Context: an optimization exercise on an open-source flow, tuned for small area. The choices shown serve that exercise and are no tape-out recipe.
Only simulation tests tie the RTL to the original design; equivalence was not proved.
No activity file was given, so power comes from the tool's default toggle rates.

==> design.v <==
module clk_div_4 (
  input  wire       clk,
  input  wire       rst,
  output reg  [9:0] c,
  output wire [9:0] c_inc       
);
  inc #(.W(10)) c_step (.a(c), .ci(1'b1), .s(c_inc), .co());
  always @(posedge clk) begin
    if (rst)
      c <= 10'd2;
    else
      c <= c_inc;
  end
endmodule
module inc #(
  parameter W = 8
) (
  input  wire [W-1:0] a,
  input  wire         ci,
  output wire [W-1:0] s,
  output wire         co
);
  wire [W:0] cy;
  assign cy[0] = ci;
  genvar i;
  generate
    for (i = 0; i < W; i = i + 1) begin : bit_
      assign s[i]    = a[i] ^ cy[i];
      assign cy[i+1] = a[i] & cy[i];
    end
  endgenerate
  assign co = cy[W];
endmodule
module rca #(
  parameter W = 4
) (
  input  wire [W-1:0] a,
  input  wire [W-1:0] b,
  input  wire         ci,
  output wire [W-1:0] s,
  output wire         co
);
  wire [W:0] cy;
  assign cy[0] = ci;
  genvar i;
  generate
    for (i = 0; i < W; i = i + 1) begin : bit_
      assign s[i]    = a[i] ^ b[i] ^ cy[i];
      assign cy[i+1] = (a[i] & b[i]) | (cy[i] & (a[i] ^ b[i]));
    end
  endgenerate
  assign co = cy[W];
endmodule
module word_clk (
  input  wire        clk,
  input  wire        fresh,     
  input  wire        wrap,      
  input  wire [1:0]  ph,
  input  wire [7:0]  p,         
  input  wire [7:0]  e,         
  output wire [3:0]  w0d,       
  output wire [3:0]  w1d,
  output wire [3:0]  w2d
);
  reg  [3:0] r0, r1, r2, r3;    
  reg        ca, cb, cc;
  wire       ph0 = (ph == 2'd0);
  wire [8:0] dl;
  assign dl[0] = p[0];
  inc #(.W(7)) dl_inc (.a(p[7:1]), .ci(1'b1), .s(dl[7:1]), .co(dl[8]));
  reg [3:0] da, ka, ke;
  always @(*) begin
    case (ph)
      2'd0:    begin da = dl[3:0];       ka = 4'h2; ke = 4'h1;   end
      2'd1:    begin da = dl[7:4];       ka = 4'h4; ke = 4'h8;   end
      2'd2:    begin da = {3'd0, dl[8]}; ka = 4'h1; ke = e[3:0]; end
      default: begin da = 4'd0;          ka = 4'h2; ke = e[7:4]; end
    endcase
  end
  wire [3:0] a_h = fresh ? ka : r0;
  wire [3:0] a_s;
  wire       a_c, b_c, c_c;
  rca #(.W(4)) a_add (.a(a_h), .b(da), .ci(ca & ~ph0), .s(a_s), .co(a_c));
  rca #(.W(4)) b_add (.a(a_h), .b(ke), .ci(cb & ~ph0), .s(w2d), .co(b_c));
  rca #(.W(4)) c_add (.a(~a_h), .b(~w2d), .ci(cc | ph0), .s(w1d), .co(c_c));
  always @(posedge clk) begin
    r0 <= r1; r1 <= r2; r2 <= r3; r3 <= wrap ? 4'd0 : a_s; ca <= a_c;
    cb <= b_c;
    cc <= c_c;
  end
  assign w0d = a_h;
endmodule
module data_adc (
  input     wire     clk,
  input     wire     mclk_rise,
  input     wire     data_in_i,
  input     wire     data_in_u,
  output    reg      mdat_i,
  output    reg      mdat_u
);
  always @(posedge clk) begin
    if (mclk_rise) begin
      mdat_i <= data_in_i;
      mdat_u <= data_in_u;
    end
  end
endmodule
module acc_ring (
  input  wire       clk,
  input  wire       ph0,
  input  wire [3:0] lo_in,      
  input  wire [1:0] hi_in,      
  input  wire       hi_c0,      
  input  wire [3:0] wd,         
  input  wire       ci0,        
  output reg  [3:0] l0, l1, l2, l3,
  output reg  [1:0] h0, h1, h2, h3,
  output reg        cl
);
  reg        ch;
  wire [3:0] ls;
  wire [1:0] hs;
  wire       lc, hc;
  rca #(.W(4)) lo_add (.a(lo_in), .b(wd), .ci(ph0 ? ci0 : cl), .s(ls), .co(lc));
  inc #(.W(2)) hi_add (.a(hi_in), .ci(ph0 ? hi_c0 : ch), .s(hs), .co(hc));
  always @(posedge clk) begin
    l0 <= l1; l1 <= l2; l2 <= l3; l3 <= ls; cl <= lc;
    h0 <= h1; h1 <= h2; h2 <= h3; h3 <= hs; ch <= hc;
  end
endmodule
module filter_sinc3 (
  input             clk,
  input             rst,
  input             fresh,
  input             pass,
  input             ph0,                    
  input             mdata1,                 
  input             word_rise,              
  input             clr,                    
  input             ins,                    
  input      [1:0]  ph,
  input      [3:0]  w0d,                    
  input      [3:0]  w1d,
  input      [3:0]  w2d,
  output reg [15:0] DATA                    
);
  wire [3:0] nl0, nl1, nl2, nl3, ml0, ml1, ml2, ml3, ol0, ol1, ol2, ol3;
  wire [1:0] nh0, nh1, nh2, nh3, mh0, mh1, mh2, mh3, oh0, oh1, oh2, oh3;
  wire       ncl, mcl, ocl;
  reg [3:0]  q0, q1, q2, q3, q4, q5, q6, q7, q8, q9, q10, q11;
  reg        full_r;
  wire x  = mdata1;
  wire zn = fresh | pass;
  acc_ring a_new (
    .clk(clk), .ph0(ph0),
    .lo_in(zn ? 4'd0 : nl0), .hi_in(zn ? 2'd0 : nh0), .hi_c0(~zn & ncl),
    .wd(x ? w0d : 4'd0), .ci0(x),
    .l0(nl0), .l1(nl1), .l2(nl2), .l3(nl3), .h0(nh0), .h1(nh1), .h2(nh2), .h3(nh3), .cl(ncl)
  );
  acc_ring a_mid (
    .clk(clk), .ph0(ph0),
    .lo_in(fresh ? 4'd0 : pass ? nl0 : ml0), .hi_in(fresh ? 2'd0 : pass ? nh0 : mh0),
    .hi_c0(~fresh & (pass ? ncl : mcl)),
    .wd(x ? w1d : 4'd0), .ci0(1'b0),
    .l0(ml0), .l1(ml1), .l2(ml2), .l3(ml3), .h0(mh0), .h1(mh1), .h2(mh2), .h3(mh3), .cl(mcl)
  );
  acc_ring a_old (
    .clk(clk), .ph0(ph0),
    .lo_in(fresh ? 4'd0 : pass ? ml0 : ol0), .hi_in(fresh ? 2'd0 : pass ? mh0 : oh0),
    .hi_c0(~fresh & (pass ? mcl : ocl)),
    .wd(x ? w2d : 4'd0), .ci0(1'b0),
    .l0(ol0), .l1(ol1), .l2(ol2), .l3(ol3), .h0(oh0), .h1(oh1), .h2(oh2), .h3(oh3), .cl(ocl)
  );
  wire       zero = ~|{ol0, ol1, ol2, ol3, oh0, oh1, oh2, oh3};
  wire       full = (ph == 2'd3) ? zero & mh0[1] : full_r;
  always @(posedge clk) begin
    if (word_rise)
      full_r <= zero & mh0[1];
  end
  reg [3:0] wd;
  always @(*) begin
    case (ph)
      2'd3:    wd = {oh2, oh1};
      2'd0:    wd = {oh3, oh2};
      default: wd = ol1;
    endcase
  end
  always @(posedge clk) begin
    q0 <= q1; q1 <= q2; q2 <= q3; q3 <= q4; q4 <= q5; q5 <= q6;
    q6 <= q7; q7 <= q8; q8 <= q9; q9 <= q10; q10 <= q11;
    q11 <= ins ? (wd | {4{full}}) : (q0 & {4{~clr}});
  end
  always @(posedge clk) begin
    if (rst)
      DATA <= 0;
    else if (word_rise)
      DATA <= {q1, q0, q3, q2};
  end
endmodule
module uart_tx (
  input  wire       clk,
  input  wire       rst,
  input  wire [9:0] c,
  output reg        tx,
  input  wire [7:0] tx_data
);
  reg        odd;
  reg  [2:0] low;
  wire [10:0] t = {odd, c};
  always @(posedge clk) begin
    if (rst)
      odd <= 1'b0;
    else if (c == 10'd1023)
      odd <= ~odd;
  end
  always @(posedge clk) begin
    if (!odd && c[9])
      low <= tx_data[2:0];
  end
  always @(*) begin
    if (t < 11'd513 || t >= 11'd1971) tx = 1'b1;
    else if (t < 11'd675)  tx = 1'b0;
    else if (t < 11'd837)  tx = tx_data[7];
    else if (t < 11'd999)  tx = tx_data[6];
    else if (t < 11'd1161) tx = tx_data[5];
    else if (t < 11'd1323) tx = tx_data[4];
    else if (t < 11'd1485) tx = tx_data[3];
    else if (t < 11'd1647) tx = low[2];
    else if (t < 11'd1809) tx = low[1];
    else                   tx = low[0];
  end
endmodule
module top #(
  parameter WIDTH = 16
  ) (
    input                 clk,               
    input                 rst,               
    input                 data_in_i,         
    input                 data_in_u,         
    output                mclkin,            
    output                word_clk,          
    output [WIDTH - 1 :0] data_i,            
    output [WIDTH - 1 :0] data_u,            
    output                data_tx            
);
  wire [9:0]  c;
  wire [9:0]  c_inc;
  wire        mdat_i, mdat_u;
  wire [3:0]  w0d, w1d, w2d;
  reg         clr;
  clk_div_4 gen_timing (.clk(clk), .rst(rst), .c(c), .c_inc(c_inc));
  assign mclkin   = ~c[1];
  assign word_clk = c[9];
  wire [1:0] ph  = c[1:0];
  wire mclk_rise = (ph == 2'd3);               
  wire ph0       = (ph == 2'd0);
  wire word_rise = (c == 10'd511);             
  wire [7:0] p   = {~c[9], c[8:2]};            
  wire pass      = (p == 8'd0);                
  wire wrap      = (p == 8'd255);              
  wire ins       = word_rise | (pass & (ph != 2'd3));   
  wire [7:0] e;
  wire [3:0] c_lo_inc;
  inc #(.W(4)) e_inc (.a(c[5:2]), .ci(1'b1), .s(c_lo_inc), .co());
  assign e = ~{c_inc[9:6], c_lo_inc};
  always @(posedge clk) begin
    if (rst)
      clr <= 1'b1;
    else if (word_rise)
      clr <= 1'b0;
  end
  wire fresh = clr & (c[9:3] == 7'd0);
  word_clk gen_weights (
    .clk(clk), .fresh(fresh), .wrap(wrap), .ph(ph), .p(p), .e(e),
    .w0d(w0d), .w1d(w1d), .w2d(w2d)
  );
  data_adc SIGMA_DELTA_DATA (
    .clk(clk),
    .mclk_rise(mclk_rise),
    .data_in_i(data_in_i),
    .data_in_u(data_in_u),
    .mdat_i(mdat_i),
    .mdat_u(mdat_u)
  );
  filter_sinc3 data_filter_I (
    .clk(clk), .rst(rst), .fresh(fresh), .pass(pass), .ph0(ph0), .mdata1(mdat_i),
    .word_rise(word_rise), .clr(clr), .ins(ins), .ph(ph), .w0d(w0d), .w1d(w1d), .w2d(w2d), .DATA(data_i)
  );
  filter_sinc3 data_filter_U (
    .clk(clk), .rst(rst), .fresh(fresh), .pass(pass), .ph0(ph0), .mdata1(mdat_u),
    .word_rise(word_rise), .clr(clr), .ins(ins), .ph(ph), .w0d(w0d), .w1d(w1d), .w2d(w2d), .DATA(data_u)
  );
  uart_tx send_data (
    .clk(clk),
    .rst(rst),
    .c(c),
    .tx(data_tx),
    .tx_data(data_i[7:0])
  );
endmodule
==> flow/run.sh <==
#!/bin/bash
# Standard layout (the standard.sh: standard synthesis, floorplan, power
# grid, placement, CTS, routing) with three settings changed:
#  - the clock tree is built from clkbuf_4 in clusters of at most 10 sinks,
#    without dummy loads;
#  - ports are buffered with buf_1 instead of the resizer's default choice;
#  - buffers inserted by ABC are removed before placement (repair_design
#    puts back what max slew/cap/fanout need).
# The full make output goes to run.log in the work folder; the ORFS logs
# of each step are under orfs/logs/.
set -euo pipefail
cd "$(dirname "$0")/.."
bash standard.sh \
  "CTS_ARGS=-sink_clustering_enable -repair_clock_nets -sink_clustering_size 10 -sink_clustering_max_diameter 40 -buf_list sky130_fd_sc_hd__clkbuf_4 -dont_use_dummy_load" \
  "BUFFER_PORTS_ARGS=-buffer_cell sky130_fd_sc_hd__buf_1" \
  "REMOVE_ABC_BUFFERS=1" \
  finish > run.log 2>&1
==> standard.sh <==
#!/bin/bash
# synth_recipe.tcl (not shown) runs the flow's synth.tcl, then flattens the netlist and writes it again
# the make line also repeats each setting of config.mk as NAME=value (left out here)
make -C /OpenROAD-flow-scripts/flow DESIGN_CONFIG=/design/flow/config.mk WORK_HOME=/design/flow/orfs CLKGATE_MAP_FILE= SYNTH_SCRIPT=/design/flow/synth_recipe.tcl "${@:-finish}"
==> config.mk <==
export PLATFORM = sky130hd
export DESIGN_NAME = top
export DESIGN_NICKNAME = top
export VERILOG_FILES = /design/flow/design.v
export SDC_FILE = /design/flow/constraint.sdc
export NUM_CORES = 4
export LEC_CHECK = 0
export CAP_MARGIN = 20
export CORE_MARGIN = 2
export CORE_UTILIZATION = 40
export CTS_BUF_LIST = sky130_fd_sc_hd__clkbuf_4
export CTS_CLUSTER_DIAMETER = 40
export CTS_CLUSTER_SIZE = 10
export SLEW_MARGIN = 20
==> constraint.sdc <==
create_clock -name core_clock -period 10.0 [get_ports {clk}]
set_input_delay 2.0000 -clock core_clock [delete_from_list [all_inputs] [get_ports {clk}]]
set_output_delay 2.0000 -clock core_clock [all_outputs]
set_load 0.01 [all_outputs]
==> run summary, run 1 <==
RSZ-0062 raised after global routing=no; TNS Setup=0 ns; vias per cell=approximately 4.7; max-slew violation count=0; Final setup violation count=0; Worst-Margin Slew=between 0.8 and 0.9 ns; remaining global-route overflow=0; GPL Wtd Cong=between 0.8 and 0.9; crit end category=flop; Final Non-Filler Cells=about 1.3k; fmax=roughly 190 MHz; Data required, critical path=between 10 and 15 ns; number of port buffers=38; Hold Violations, Final=0; fin crit share=0.527; Yosys top cell by area=dfxtp_1; placed insts=around 1.2k; crit-path max FO=15; CTS Buf Count=39; Leakage=between 4 and 5 nW; fin nets=just over 1k; path depth of the worst reg2reg path=19; normalized max-slew margin=0.426; outcome=complete, no violations; number of detailed-route iterations in the first pass=4; final core utilization=0.430; Synth Cell Area=0.0104 mm2; Yosys warnings=7; Reg-to-Reg Start=gen_timing.c[1]; hold slack=~0.28 ns; global-route wire length before repair=between 30000 and 40000 um; Sink Count=322; Synth area leaders=dfxtp_1 (60%), fa_1 (6.9%), nand2_1 (5.4%); Final Skew=~0.075 ns; hold_buf cts=0; Final Routed Wirelength=18800 um; Final Critical Period=about 5.3 ns; share of cells above drive strength 1=0.0690; Worst Hold Class=flop to flop; initial antenna violation count=2; Max-cap violations=0; Post-synth top flop=dfxtp_1; area fraction of the dominant cell type after synthesis=0.604; Largest regs=data_filter_I.DATA: 16 flops, data_filter_U.DATA: 16 flops, gen_timing.c: 10 flops; die area=approximately 0.027 mm2; EDFF count, synth=7; Starting DRT DRC Count=around 360; syn avg cell area=~12 um2; area grow syn2layout=6.49%; setup repair bufs after CTS=0; total track usage=0.145; Arr. time, crit path=between 5 and 6 ns; Post-route DRC=0; Avg WL per Cell=between 10 and 15 um; Cells after Synth=around 900; Max IR drop VDD=between 0.1 and 0.15 mV; Worst setup SP type=flop; Rows=between 50 and 60; WS Path Type=flop to flop; Starting Density=0.404; HPWL after DPL=12700 um; routed wl met2=between 7000 and 8000 um; Post-CTS Resized=0; IO Pins=39; routed vias=~6.1k; met3 WL=937 um; Die H=roughly 170 um; core area=~0.026 mm2; CTS tree=built; Hold Path Depth=0; Final Power=between 2 and 2.5 mW; Worst Hold Launch=data_filter_U.a_mid.l2[0]; FF+latch count, synth=322; largest net degree at the start of global routing=45; Worst setup startpoint=gen_timing.c[1]; DIE WIDTH=166 um; root buf cell=clkbuf_4; CTS max path bufs=3; top cells by count, synth=dfxtp_1 (315), nand2_1 (151), inv_1 (56); FFs w/ async S/R, synth=0; most common cell in the netlist=dfxtp_1; vias in the first global route=~6.0k; DRT met1 WL=between 9000 and 10000 um; PD cells=around 200 mW/mm2; Skew-Pair Late Insertion Delay=just over 0.6 ns; Clk pin slew, worst setup/hold paths=about 0.10 ns; H-Tree Depth=2; post-synthesis sequential area ratio=0.624; top routing layer used=met5; antenna viol nets, final=0; Yosys cell types=59
-- power breakdown --
| part | switching (mW) | internal (mW) | leakage (nW) |
|---|---|---|---|
| clock network | 0.372 | 0.181 | 0.179 |
| logic | 0.128 | 0.0846 | 1.71 |
| registers | 0.0596 | 1.42 | 2.63 |
-- per-layer routing --
metal,track usage,up-vias
li1,-,3029
met1,0.211,2863
met2,0.214,118
met3,0.0327,41
met4,0.0415,2
met5,0,-
-- final timing paths --
check,end,slack [ns]
max,data_filter_I.a_mid.l3[3],4.73
min,data_filter_U.a_mid.l1[0],0.28
max reg2reg,data_filter_I.a_mid.l3[3],4.73
min reg2reg,data_filter_U.a_mid.l1[0],0.28
-- cell usage in the layout, fill, tap and decap left out, types with 7 or more instances in the layout --
cell / n
dfxtp_1: 315
nand2_1: 151
nor2_1: 23
nand4_1: 7
ha_1: 38
inv_1: 56
nand3_1: 7
nor4_1: 10
fa_1: 36
nor2b_1: 25
nand2b_1: 13
a21oi_1: 53
a22oi_1: 11
edfxtp_1: 7
and3_1: 11
mux2i_1: 14
buf_1: 37
a211oi_1: 10
clkbuf_4: 39
-- kinds of logic (layout without fill, tap and decap cells) --
family | count (synthesis) | count (layout) | synth area share
compound gates | 117 | 117 | 0.0763
xor+xnor | 3 | 3 | 0.00252
fa+ha+maj | 74 | 74 | 0.115
buf+inv | 99 | 140 | 0.0418
flops | 322 | 322 | 0.624
mux | 17 | 17 | 0.0167
other cells | 0 | 1 | 0
simple gates | 269 | 269 | 0.124
-- stage by stage --
stage	setup slack [ns]	instance area, um2
final	4.73	11100
after global routing	4.35	11100
after CTS	4.68	11100
after detailed placement	4.68	10800
after global placement	4.75	10800
after floorplan	5.22	10200
-- layout make-up --
type	instances	area, um2
Multi-Input combinational cell	480	3490
Clock buffer	39	293
Fill cell	2507	14700
Inverter	58	219
Tap cell	335	419
Sequential cell	322	6520
Timing Repair Buffer	43	181
Antenna cell	1	2.50
-- critical path, stage by stage, from the launching register on --
cell     delay (ns)
dfxtp_1        0.58
ha_1           0.81
ha_1           0.28
ha_1           0.14
ha_1           0.14
ha_1           0.14
ha_1           0.24
a21oi_1        0.20
fa_1           0.48
inv_1          0.10
fa_1           0.43
and2_1         0.19
fa_1           0.38
inv_1          0.07
fa_1           0.15
inv_1          0.05
fa_1           0.34
inv_1          0.07
fa_1           0.41
inv_1          0.06
==> inputs of run 2 (changes only) <==
--- a/config.mk
+++ b/config.mk
@@ -8,7 +8,4 @@
 export CAP_MARGIN = 20
 export CORE_MARGIN = 2
-export CORE_UTILIZATION = 40
-export CTS_BUF_LIST = sky130_fd_sc_hd__clkbuf_4
-export CTS_CLUSTER_DIAMETER = 40
-export CTS_CLUSTER_SIZE = 10
+export CORE_UTILIZATION = 55
 export SLEW_MARGIN = 20
==> run 2 against run 1 <==
Still clean. Sequential share of layout area grew 0.62 points. Synthesized area is the same. Die area shrank 27%. Total power grew 0.49%. Core utilization grew 16 points. Critical path depth shrank 3. Routed wire length grew 3.8%. Critical path type unchanged. Largest cell class unchanged.
==> run summary, run 2 <==
outcome=complete, no violations; Clk pin slew, worst setup/hold paths=0.10 ns (about the same); CTS Buf Count=42 (+7.7%); CTS tree=built; Yosys top cell by area=dfxtp_1; TNS Setup=0 ns (unchanged); post-place setup slack=4.45 ns (-0.229 ns); core area=0.0186 mm2 (-28%); DIE WIDTH=142 um (-14%); Critical path buffers and inverters=6 (+1); crit-path max FO=26 (+11); Post-route DRC=0 (unchanged); remaining global-route overflow=0 (unchanged); number of port buffers=38 (unchanged); crit end category=flop; Max-cap violations=0 (unchanged); Worst Hold Class=flop to flop; Arr. time, crit path=6.09 ns (+0.25 ns); most common cell in the netlist=dfxtp_1; fmax=179 MHz (-5.8%); initial antenna violation count=1 (-1); area fraction of the dominant cell type after synthesis=0.604 (unchanged); Cells after Synth=901 (unchanged); total track usage=0.204 (+0.0592); IO Pins=39 (unchanged); root buf cell=clkbuf_4; global-route wire length before repair=32000 um (+2.6%); Final setup violation count=0 (unchanged); hold_buf cts=0 (unchanged); largest net degree at the start of global routing=45 (unchanged); Yosys cell types=59 (unchanged); Skew-Pair Late Insertion Delay=0.65 ns (+0.03 ns); Starting Density=0.560 (+0.156); vias in the first global route=6150 (+3.0%); Die H=142 um (-14%); syn avg cell area=11.6 um2 (unchanged); FFs w/ async S/R, synth=0 (unchanged); Sink Count=322 (unchanged); Synth area leaders=dfxtp_1 (60%), fa_1 (6.9%), nand2_1 (5.4%); Hold Violations, Final=0 (unchanged); normalized max-slew margin=0.327 (-0.0987); Max IR drop VDD=0.141 mV (+22%); Leakage=4.51 nW (about the same); Cell Chain, Critical Path=nor4_4 > nand4_2 > mux2i_1 > inv_1 > fa_1 > inv_1 > fa_1 > inv_1 > fa_1 > nand2b_1 > fa_1 > inv_1 > fa_1 > inv_1 > fa_1 > inv_1; antenna viol nets, final=0 (unchanged); FF+latch count, synth=322 (unchanged); Final Routed Wirelength=19500 um (+3.8%); RSZ-0062 raised after global routing=no; Post-CTS Resized=0 (unchanged); EDFF count, synth=7 (unchanged); Yosys warnings=7 (unchanged); Post-synth top flop=dfxtp_1; vias per cell=5.18 (+9.5%); fin nets=1023 (+0.098%); max-slew violation count=0 (unchanged); Final Critical Period=5.60 ns (+0.325 ns); share of cells above drive strength 1=0.0700 (+0.000987); Starting DRT DRC Count=309 (-15%); Rows=50 (-15%); top cells by count, synth=dfxtp_1 (315), nand2_1 (151), inv_1 (56); HPWL after DPL=13400 um (+5.5%); Largest regs=data_filter_I.DATA: 16 flops, data_filter_U.DATA: 16 flops, gen_timing.c: 10 flops; Avg WL per Cell=16.6 um (+13%); Final Skew=0.0786 ns (+0.00321 ns); CTS max path bufs=3 (unchanged); area grow syn2layout=5.38%; Largest stage delay, worst path=0.75 ns (-0.06 ns); fin crit share=0.560 (+0.0325); number of detailed-route iterations in the first pass=4 (unchanged); Worst-Margin Slew=1.01 ns (+0.148 ns); die area=0.0201 mm2 (-27%); post-synthesis sequential area ratio=0.624 (unchanged); routed vias=6112 (+0.97%); final setup margin=4.40 ns (-0.325 ns); PD cells=205 mW/mm2 (+1.6%); setup repair bufs after CTS=0 (unchanged); Data required, critical path=10.49 ns (-0.08 ns); Worst setup SP type=flop; commonest non-fill, non-tap cell in the layout=dfxtp_1; Synth Cell Area=0.0104 mm2 (unchanged); H-Tree Depth=2 (unchanged); GPL Wtd Cong=0.862 (+4.5%); most frequent cells in the layout=dfxtp_1 (315), nand2_1 (151), inv_1 (56), a21oi_1 (53), clkbuf_4 (42); top cell family by delay on the critical path=adder cells; WS Path Type=flop to flop; Slowest-stage cell, CP=mux2i_1
## run 2: cell counts after synthesis
Identical to the previous run, type by type.
## run 2: through the flow
step | power, mW | instance area (um2) | instances | hold slack [ns] | util
after CTS | 2.29 | 11000 | 1177 | 0.301 | 0.590
after global placement | 1.72 | 10700 | 1135 | 0.310 | 0.573
after global routing | 2.38 | 11000 | 1179 | 0.294 | 0.590
after floorplan | 1.64 | 10200 | 860 | 0.310 | -
after detailed placement | 1.72 | 10700 | 1135 | 0.312 | 0.573
final | 2.25 | 11000 | 1179 | 0.307 | 0.590
## run 2: cell families after synthesis
group,after synthesis,synth area share
AO/OA/AOI/OAI,117,0.0763
XOR/XNOR,3,0.00252
adder cells (fa/ha/maj),74,0.115
buffers and inverters,99,0.0418
flip-flops,322,0.624
multiplexers,17,0.0167
AND/OR/NAND/NOR,269,0.124
## run 2: final timing paths
kind	from	endpoint	slack, ns	cells after the start
setup / recovery	gen_timing.c[8]	data_filter_U.a_mid.l3[3]	4.40	16
hold / removal	data_filter_I.a_new.h1[1]	data_filter_I.a_new.h0[1]	0.31	0
setup reg to reg	gen_timing.c[8]	data_filter_U.a_mid.l3[3]	4.40	16
hold reg to reg	data_filter_I.a_new.h1[1]	data_filter_I.a_new.h0[1]	0.31	0
## run 2: cell type report
type / instances / area (um2)
Antenna cell: 2 / 5.00
Fill cell: 1586 / 7640
Inverter: 58 / 219
Tap cell: 234 / 293
Timing Repair Buffer: 41 / 166
Clock buffer: 42 / 315
Sequential cell: 322 / 6520
Multi-Input combinational cell: 480 / 3490
## run 2: metal layers
layer	share of wire	GRT usage	vias up	wire, um
li1	-	-	3049	-
met1	0.47	0.281	2889	9190
met2	0.46	0.325	128	8990
met3	0.043	0.0381	46	833
met4	0.026	0.0721	0	500
met5	0	0	-	0
## run 2: report_power, final
part / internal [mW] / switching, mW
sequential: 1.42 / 0.0590
clock: 0.194 / 0.369
combinational: 0.0838 / 0.130
total: 1.69 / 0.558
==> inputs of run 3 (changes only) <==
--- a/flow/run.sh
+++ b/flow/run.sh
@@ -12,5 +12,5 @@
 cd "$(dirname "$0")/.."
 bash standard.sh \
-  "CTS_ARGS=-sink_clustering_enable -repair_clock_nets -sink_clustering_size 10 -sink_clustering_max_diameter 40 -buf_list sky130_fd_sc_hd__clkbuf_4 -dont_use_dummy_load" \
+  "CTS_ARGS=-sink_clustering_enable -repair_clock_nets -sink_clustering_size 10 -sink_clustering_max_diameter 30 -buf_list sky130_fd_sc_hd__clkbuf_4 -dont_use_dummy_load" \
   "BUFFER_PORTS_ARGS=-buffer_cell sky130_fd_sc_hd__buf_1" \
   "REMOVE_ABC_BUFFERS=1" \
--- a/config.mk
+++ b/config.mk
@@ -8,4 +8,4 @@
 export CAP_MARGIN = 20
 export CORE_MARGIN = 2
-export CORE_UTILIZATION = 55
+export CORE_UTILIZATION = 40
 export SLEW_MARGIN = 20
==> run 3 against run 2 <==
Cell count up 8.9%. Synthesized cell count unchanged. Die area grew 36%. Global-route usage is 5.9 points lower. Core utilization shrank 16 points. Largest cell class unchanged.
==> run summary, run 3 <==
IO Pins=39 (unchanged); Cells after Synth=901 (unchanged); Max-cap violations=0 (unchanged); TNS Setup=0 ns (unchanged); GPL Wtd Cong=0.825 (-4.3%); syn avg cell area=11.6 um2 (unchanged); vias in the first global route=6030 (-2.0%); Reg-to-Reg Start=gen_timing.c[1]; Arr. time, crit path=5.86 ns (-0.23 ns); Yosys top cell by area=dfxtp_1; Starting DRT DRC Count=361 (+17%); Synth area leaders=dfxtp_1 (60%), fa_1 (6.9%), nand2_1 (5.4%); area fraction of the dominant cell type after synthesis=0.604 (unchanged); Largest regs=data_filter_I.DATA: 16 flops, data_filter_U.DATA: 16 flops, gen_timing.c: 10 flops; hold slack=0.256 ns (-0.0514 ns); Cell Chain, Critical Path=ha_1 > ha_1 > ha_1 > ha_1 > ha_1 > ha_1 > a21oi_1 > fa_1 > inv_1 > fa_1 > and2_1 > fa_1 > inv_1 > fa_1 > inv_1 > fa_1 > inv_1 > fa_1 > inv_1; Hold Violations, Final=0 (unchanged); vias per cell=4.71 (-9.1%); Hold Path Depth=0 (unchanged); total track usage=0.145 (-0.0588); R2R Setup Slk=4.72 ns (+0.32 ns); Max IR drop VDD=0.112 mV (-21%); EDFF count, synth=7 (unchanged); H-Tree Depth=2 (unchanged); Leakage=4.54 nW (+0.53%); Post-route DRC=0 (unchanged); WS Path Type=flop to flop; top cells by count, synth=dfxtp_1 (315), nand2_1 (151), inv_1 (56); initial antenna violation count=2 (+1); Starting Density=0.404 (-0.156); r2r endpoint=data_filter_I.a_mid.l3[3]; HPWL after DPL=12700 um (-5.2%); normalized max-slew margin=0.432 (+0.104); Avg WL per Cell=14.6 um (-12%); Post-CTS Resized=0 (unchanged); Critical path buffers and inverters=5 (-1); RSZ-0062 raised after global routing=no; CTS max path bufs=3 (unchanged); post-synthesis sequential area ratio=0.624 (unchanged); antenna viol nets, final=0 (unchanged); number of detailed-route iterations in the first pass=5 (+1); Final Critical Period=5.28 ns (-0.320 ns); DIE WIDTH=166 um (+17%); global-route wire length before repair=31300 um (-2.2%); crit end category=flop; Rows=59 (+18%); Final Power=2.27 mW (+0.98%); die area=0.0274 mm2 (+36%); Sequential Area=0.00652 mm2 (unchanged); commonest non-fill, non-tap cell in the layout=dfxtp_1; hold_buf cts=0 (unchanged); Slowest-stage cell, CP=ha_1; fillers=2502 (+58%); largest net degree at the start of global routing=45 (unchanged); Final setup violation count=0 (unchanged); core area=0.0258 mm2 (+39%); CTS tree=built; setup repair bufs after CTS=0 (unchanged); max-slew violation count=0 (unchanged); fin nets=1028 (+0.49%); Data required, critical path=10.58 ns (+0.09 ns); most common cell in the netlist=dfxtp_1; FFs w/ async S/R, synth=0 (unchanged); Worst-Margin Slew=0.853 ns (-0.156 ns); top cell family by delay on the critical path=adder cells; Post-synth top flop=dfxtp_1; Clk pin slew, worst setup/hold paths=0.10 ns (about the same); Yosys cell types=59 (unchanged); share of cells above drive strength 1=0.0749 (+0.00491); Largest stage delay, worst path=0.80 ns (+0.05 ns); remaining global-route overflow=0 (unchanged); routed vias=6053 (-0.97%); fin crit share=0.528 (-0.0320); Die H=166 um (+17%); fmax=189 MHz (+6.1%); CTS Buf Count=45 (+7.1%); Skew-Pair Late Insertion Delay=0.64 ns (about the same); root buf cell=clkbuf_4; area grow syn2layout=6.93%; FF+latch count, synth=322 (unchanged); Final Skew=0.0952 ns (+0.0167 ns); Worst Hold Class=flop to flop; outcome=complete, no violations; number of port buffers=38 (unchanged); path depth of the worst reg2reg path=19 (+3); Worst setup SP type=flop; PD cells=204 mW/mm2 (-0.48%); most frequent cells in the layout=dfxtp_1 (315), nand2_1 (151), inv_1 (56), a21oi_1 (53), clkbuf_4 (45); Hold Path End=data_filter_I.a_new.h1[1]; Final Routed Wirelength=18800 um (-3.8%); crit-path max FO=15 (-42%); multi-input logic area=0.00349 mm2 (unchanged); Synth Cell Area=0.0104 mm2 (unchanged); Sink Count=322 (unchanged); Worst Hold Launch=data_filter_I.a_new.h2[1]; Yosys warnings=7 (unchanged)
==> run 3: worst max-delay path by stage <==
| stage | slack (ns) | endpoint | cells past startpoint | from |
|---|---|---|---|---|
| after floorplan | 5.22 | data_filter_U.a_mid.l3[3] | 19 | gen_timing.c[0] |
| after global placement | 4.75 | data_filter_I.a_mid.l3[3] | 19 | gen_timing.c[1] |
| after detailed placement | 4.68 | data_filter_U.a_mid.l3[3] | 18 | gen_timing.c[1] |
| after CTS | 4.69 | data_filter_I.a_mid.l3[3] | 18 | gen_timing.c[1] |
| after global routing | 4.35 | data_filter_U.a_mid.l3[3] | 19 | gen_timing.c[1] |
| final | 4.72 | data_filter_I.a_mid.l3[3] | 19 | gen_timing.c[1] |
==> run 3: cell type report <==
type	count	share of cell area
Sequential cell	322	0.584
Multi-Input combinational cell	480	0.312
Tap cell	335	0.0375
Clock buffer	45	0.0303
Inverter	58	0.0196
Timing Repair Buffer	43	0.0163
Antenna cell	1	0.000224
==> run 3: routing by layer <==
layer / up-vias / wire length (um) / part of all wire / GRT usage
met1: 2833 / 9660 / 0.51 / 0.210
met5: - / 12 / 0.00064 / 0
met3: 38 / 1070 / 0.057 / 0.0362
li1: 3040 / - / - / -
met2: 140 / 7680 / 0.41 / 0.213
met4: 2 / 349 / 0.019 / 0.0443
==> run 3: power breakdown <==
part / switching [mW] / leakage (nW) / internal [mW]
Clock: 0.379 / 0.207 / 0.207
Combinational: 0.128 / 1.71 / 0.0848
Sequential: 0.0591 / 2.63 / 1.42
==> run 3: metrics by stage <==
stage	util	std cells	area, um2	setup WS [ns]
final	0.432	1284	11200	4.72
after global routing	0.432	1284	11200	4.35
after CTS	0.432	1283	11200	4.69
after detailed placement	0.419	1238	10800	4.68
after global placement	0.419	1238	10800	4.75
after floorplan	-	860	10200	5.22
==> run 3: cells by family (layout without fill, tap and decap cells) <==
family / count (synthesis) / in the layout / share of synthesized area
flip-flops: 322 / 322 / 0.624
other: 0 / 1 / 0
AO/OA/AOI/OAI: 117 / 117 / 0.0763
buffers and inverters: 99 / 146 / 0.0418
adder cells (fa/ha/maj): 74 / 74 / 0.115
multiplexers: 17 / 17 / 0.0167
XOR/XNOR: 3 / 3 / 0.00252
AND/OR/NAND/NOR: 269 / 269 / 0.124
==> inputs of run 4 (changes only) <==
--- a/design.v
+++ b/design.v
@@ -2,11 +2,11 @@
   input  wire       clk,
   input  wire       rst,
-  output reg  [9:0] c,
-  output wire [9:0] c_inc       
-);
-  inc #(.W(10)) c_step (.a(c), .ci(1'b1), .s(c_inc), .co());
+  output reg  [10:0] c,
+  output wire [10:0] c_inc      
+);
+  inc #(.W(11)) c_step (.a(c), .ci(1'b1), .s(c_inc), .co());
   always @(posedge clk) begin
     if (rst)
-      c <= 10'd2;
+      c <= 11'd2;
     else
       c <= c_inc;
@@ -201,19 +201,12 @@
   input  wire       clk,
   input  wire       rst,
-  input  wire [9:0] c,
+  input  wire [10:0] c,
   output reg        tx,
   input  wire [7:0] tx_data
 );
-  reg        odd;
   reg  [2:0] low;
-  wire [10:0] t = {odd, c};
-  always @(posedge clk) begin
-    if (rst)
-      odd <= 1'b0;
-    else if (c == 10'd1023)
-      odd <= ~odd;
-  end
-  always @(posedge clk) begin
-    if (!odd && c[9])
+  wire [10:0] t = c;
+  always @(posedge clk) begin
+    if (!c[10] && c[9])
       low <= tx_data[2:0];
   end
@@ -244,6 +237,6 @@
     output                data_tx            
 );
-  wire [9:0]  c;
-  wire [9:0]  c_inc;
+  wire [10:0] c;
+  wire [10:0] c_inc;
   wire        mdat_i, mdat_u;
   wire [3:0]  w0d, w1d, w2d;
@@ -255,5 +248,5 @@
   wire mclk_rise = (ph == 2'd3);               
   wire ph0       = (ph == 2'd0);
-  wire word_rise = (c == 10'd511);             
+  wire word_rise = (c[9:0] == 10'd511);             
   wire [7:0] p   = {~c[9], c[8:2]};            
   wire pass      = (p == 8'd0);                
--- a/flow/run.sh
+++ b/flow/run.sh
@@ -12,5 +12,5 @@
 cd "$(dirname "$0")/.."
 bash standard.sh \
-  "CTS_ARGS=-sink_clustering_enable -repair_clock_nets -sink_clustering_size 10 -sink_clustering_max_diameter 30 -buf_list sky130_fd_sc_hd__clkbuf_4 -dont_use_dummy_load" \
+  "CTS_ARGS=-sink_clustering_enable -repair_clock_nets -sink_clustering_size 10 -sink_clustering_max_diameter 40 -buf_list sky130_fd_sc_hd__clkbuf_4 -dont_use_dummy_load" \
   "BUFFER_PORTS_ARGS=-buffer_cell sky130_fd_sc_hd__buf_1" \
   "REMOVE_ABC_BUFFERS=1" \
--- a/config.mk
+++ b/config.mk
@@ -9,3 +9,6 @@
 export CORE_MARGIN = 2
 export CORE_UTILIZATION = 40
+export CTS_BUF_LIST = sky130_fd_sc_hd__clkbuf_4
+export CTS_CLUSTER_DIAMETER = 40
+export CTS_CLUSTER_SIZE = 10
 export SLEW_MARGIN = 20
==> run 4 against run 3 <==
Still clean. Clock skew fell by 0.017 ns. First-iteration DRC count fell by 18%. Combinational power rose by 4%. Core utilization rose by 0.51 points. Critical path depth fell by 2. Setup slack improved by 0.14 ns. Count of clock-buffer cells in the layout fell by 4. Flip-flop and latch count did not move. Register-to-register slack improved by 0.14 ns. Critical endpoint unchanged. Largest cell class unchanged. Highest routed layer is now met4.
==> run summary, run 4 <==
Synth area leaders=dfxtp_1 (61%), fa_1 (7.0%), nand2_1 (5.4%); Post-CTS Resized=0 (unchanged); EDFF count, synth=7 (unchanged); Max-cap violations=0 (unchanged); core area=0.0253 mm2 (-2.3%); PD cells=204 mW/mm2 (+0.34%); Post-route DRC=0 (unchanged); syn avg cell area=11.5 um2 (-0.87%); Final Critical Period=5.13 ns (-0.145 ns); crit-path max FO=26 (+11); Clk pin slew, worst setup/hold paths=0.12 ns (+0.02 ns); remaining global-route overflow=0 (unchanged); Starting DRT DRC Count=296 (-18%); Worst-Margin Slew=0.756 ns (-0.0969 ns); Yosys warnings=7 (unchanged); Hold Path Depth=0 (unchanged); Synth Cell Area=0.0103 mm2 (-1.1%); Sink Count=322 (unchanged); Sequential Area=0.00652 mm2 (unchanged); normalized max-slew margin=0.496 (+0.0646); met3 Track Usage GR=0.0314 (-0.00482); Final setup violation count=0 (unchanged); grt met1 use=0.211 (+0.000766); most common cell in the netlist=dfxtp_1; Die H=165 um (-0.53%); GRT Max-Usage Layer=met2; Largest regs=data_filter_I.DATA: 16 flops, data_filter_U.DATA: 16 flops, gen_timing.c: 11 flops; fin nets=1023 (-0.49%); Max IR drop VDD=0.111 mV (-0.72%); final core utilization=0.437 (+0.00512); total track usage=0.145 (-0.000532); CTS Buf Count=41 (-8.9%); Cell Area, Placed=0.0107 mm2 (-0.86%); multi-input logic area=0.00339 mm2 (-2.9%); post-place setup slack=4.81 ns (+0.131 ns); path depth of the worst reg2reg path=17 (-2); RSZ-0062 raised after global routing=no; WS Path Type=flop to flop; Cells after Synth=899 (-0.22%); largest net degree at the start of global routing=45 (unchanged); IO Pins=39 (unchanged); global-route wire length before repair=31000 um (-0.97%); Data required, critical path=10.55 ns (-0.03 ns); Final Routed Wirelength=18700 um (-0.46%); area fraction of the dominant cell type after synthesis=0.611 (+0.00666); Worst setup SP type=flop; post-synthesis sequential area ratio=0.631 (+0.00688); root buf cell=clkbuf_4; number of detailed-route iterations in the first pass=4 (-1); share of cells above drive strength 1=0.0689 (-0.00597); Rows=58 (-1.7%); Final Skew=0.0782 ns (-0.0170 ns); Final Instance Area=0.0110 mm2 (-1.1%); HPWL after DPL=12600 um (-0.13%); Starting Density=0.409 (+0.00482); outcome=complete, no violations; Skew-Pair Late Insertion Delay=0.64 ns (about the same); routed vias=5996 (-0.94%); placed insts=1232 (-0.48%); final setup margin=4.87 ns (+0.145 ns); Avg WL per Cell=14.7 um (+0.32%); antenna viol nets, final=0 (unchanged); GPL Wtd Cong=0.867 (+5.1%); Critical path buffers and inverters=8 (+3); Final Power=2.26 mW (-0.77%); initial antenna violation count=1 (-1); hold_buf cts=0 (unchanged); Hold Violations, Final=0 (unchanged); hold slack=0.289 ns (+0.0336 ns); FF+latch count, synth=322 (unchanged); vias per cell=4.71 (-0.16%); Yosys top cell by area=dfxtp_1; setup repair bufs after CTS=0 (unchanged); Cell Chain, Critical Path=clkinv_1 > nand4_2 > buf_4 > mux2i_1 > inv_1 > fa_1 > inv_1 > fa_1 > inv_1 > fa_1 > nand2b_1 > fa_1 > inv_1 > fa_1 > inv_1 > fa_1 > inv_1; Post-synth top flop=dfxtp_1; Slowest-stage cell, CP=dfxtp_1; area grow syn2layout=6.92% (about the same); max-slew violation count=0 (unchanged); CTS max path bufs=3 (unchanged); Leakage=4.49 nW (-1.1%); Final Non-Filler Cells=1274 (-0.78%); top cells by count, synth=dfxtp_1 (315), nand2_1 (149), inv_1 (58); most frequent cells in the layout=dfxtp_1 (315), nand2_1 (149), inv_1 (58), a21oi_1 (52), clkbuf_4 (41); fin crit share=0.513 (-0.0145); Worst path depth=17 (-2); Worst Hold Class=flop to flop; commonest non-fill, non-tap cell in the layout=dfxtp_1; H-Tree Depth=2 (unchanged); vias in the first global route=5961 (-1.1%); Largest stage delay, worst path=0.60 ns (-0.20 ns); TNS Setup=0 ns (unchanged); FFs w/ async S/R, synth=0 (unchanged); GR Util met2=0.214 (+0.000642); crit end category=flop; die area=0.0271 mm2 (-1.1%); fmax=195 MHz (+2.8%); top cell family by delay on the critical path=adder cells; CTS tree=built; fillers=2411 (-3.6%); DIE WIDTH=165 um (-0.53%); Yosys cell types=54 (-8.5%); Arr. time, crit path=5.69 ns (-0.17 ns); number of port buffers=38 (unchanged)
## run 4: cell count changes after synthesis, sizes merged, moves of 3 or more
| cell | previous run | this run |
|---|---|---|
| nor2 | 23 | 28 |
| a211oi | 10 | 14 |
| nor2b | 25 | 21 |
| a31oi | 5 | 2 |
| o21ai | 8 | 5 |
## run 4: worst paths after layout
check	startpoint	to	slack, ns
setup / recovery	gen_timing.c[9]	data_filter_I.a_mid.l3[3]	4.87
hold / removal	gen_weights.r3[3]	gen_weights.r2[3]	0.29
setup reg to reg	gen_timing.c[9]	data_filter_I.a_mid.l3[3]	4.87
hold reg to reg	gen_weights.r3[3]	gen_weights.r2[3]	0.29
## run 4: cell families after synthesis
kind of cell,count (synthesis),synth area share
DFF,322,0.631
buffers and inverters,101,0.0409
xor gates and xnor gates,2,0.00170
muxes,17,0.0167
AOI/OAI and AO/OA,111,0.0691
and+or+nand+nor,272,0.125
adders and majority gates,74,0.116
## run 4: where the power goes
group | switching [mW] | internal, mW
clock network | 0.372 | 0.190
logic | 0.134 | 0.0884
registers | 0.0559 | 1.42
## run 4: layout make-up
class	count	share of cell area
antenna	1	0.000227
tap	330	0.0374
multi-input combinational	476	0.307
inverter	60	0.0204
timing repair buffer	44	0.0171
sequential	322	0.590
clock buffer	41	0.0279
## run 4: routing by layer
layer	up-vias	share of wire
met5	-	0
met1	2824	0.51
met3	38	0.044
met4	0	0.022
met2	114	0.42
li1	3020	-

[afterwards: timing with drivers on the ports]
The flow's constraints put no driver on any port. The routed layouts listed below were extracted and timed again, unchanged, in two steps. Step 1 assumes that a clkbuf_16 drives the clock port and a buf_2 every other input. Step 2 also shifts input and output timing later by t, the mid clock arrival at the registers, as if the neighbouring blocks saw the same clock. Three values: ideal, step 1, step 2; two values: the first two.
run | shift t [ns] | setup WS [ns] | hold slack, ns | worst setup path at the end
run 1 | 0.623 | 4.727 / 4.727 / 4.727 | 0.284 / 0.284 / 0.284 | register to register
run 2 | 0.647 | 4.402 / 4.402 / 4.402 | 0.307 / 0.307 / 0.307 | register to register
run 3 | 0.633 | 4.722 / 4.722 / 4.722 | 0.256 / 0.256 / 0.256 | register to register
run 4 | 0.635 | 4.867 / 4.867 / 4.867 | 0.289 / 0.289 / 0.289 | register to register
After both steps setup and hold are still met in every run listed.
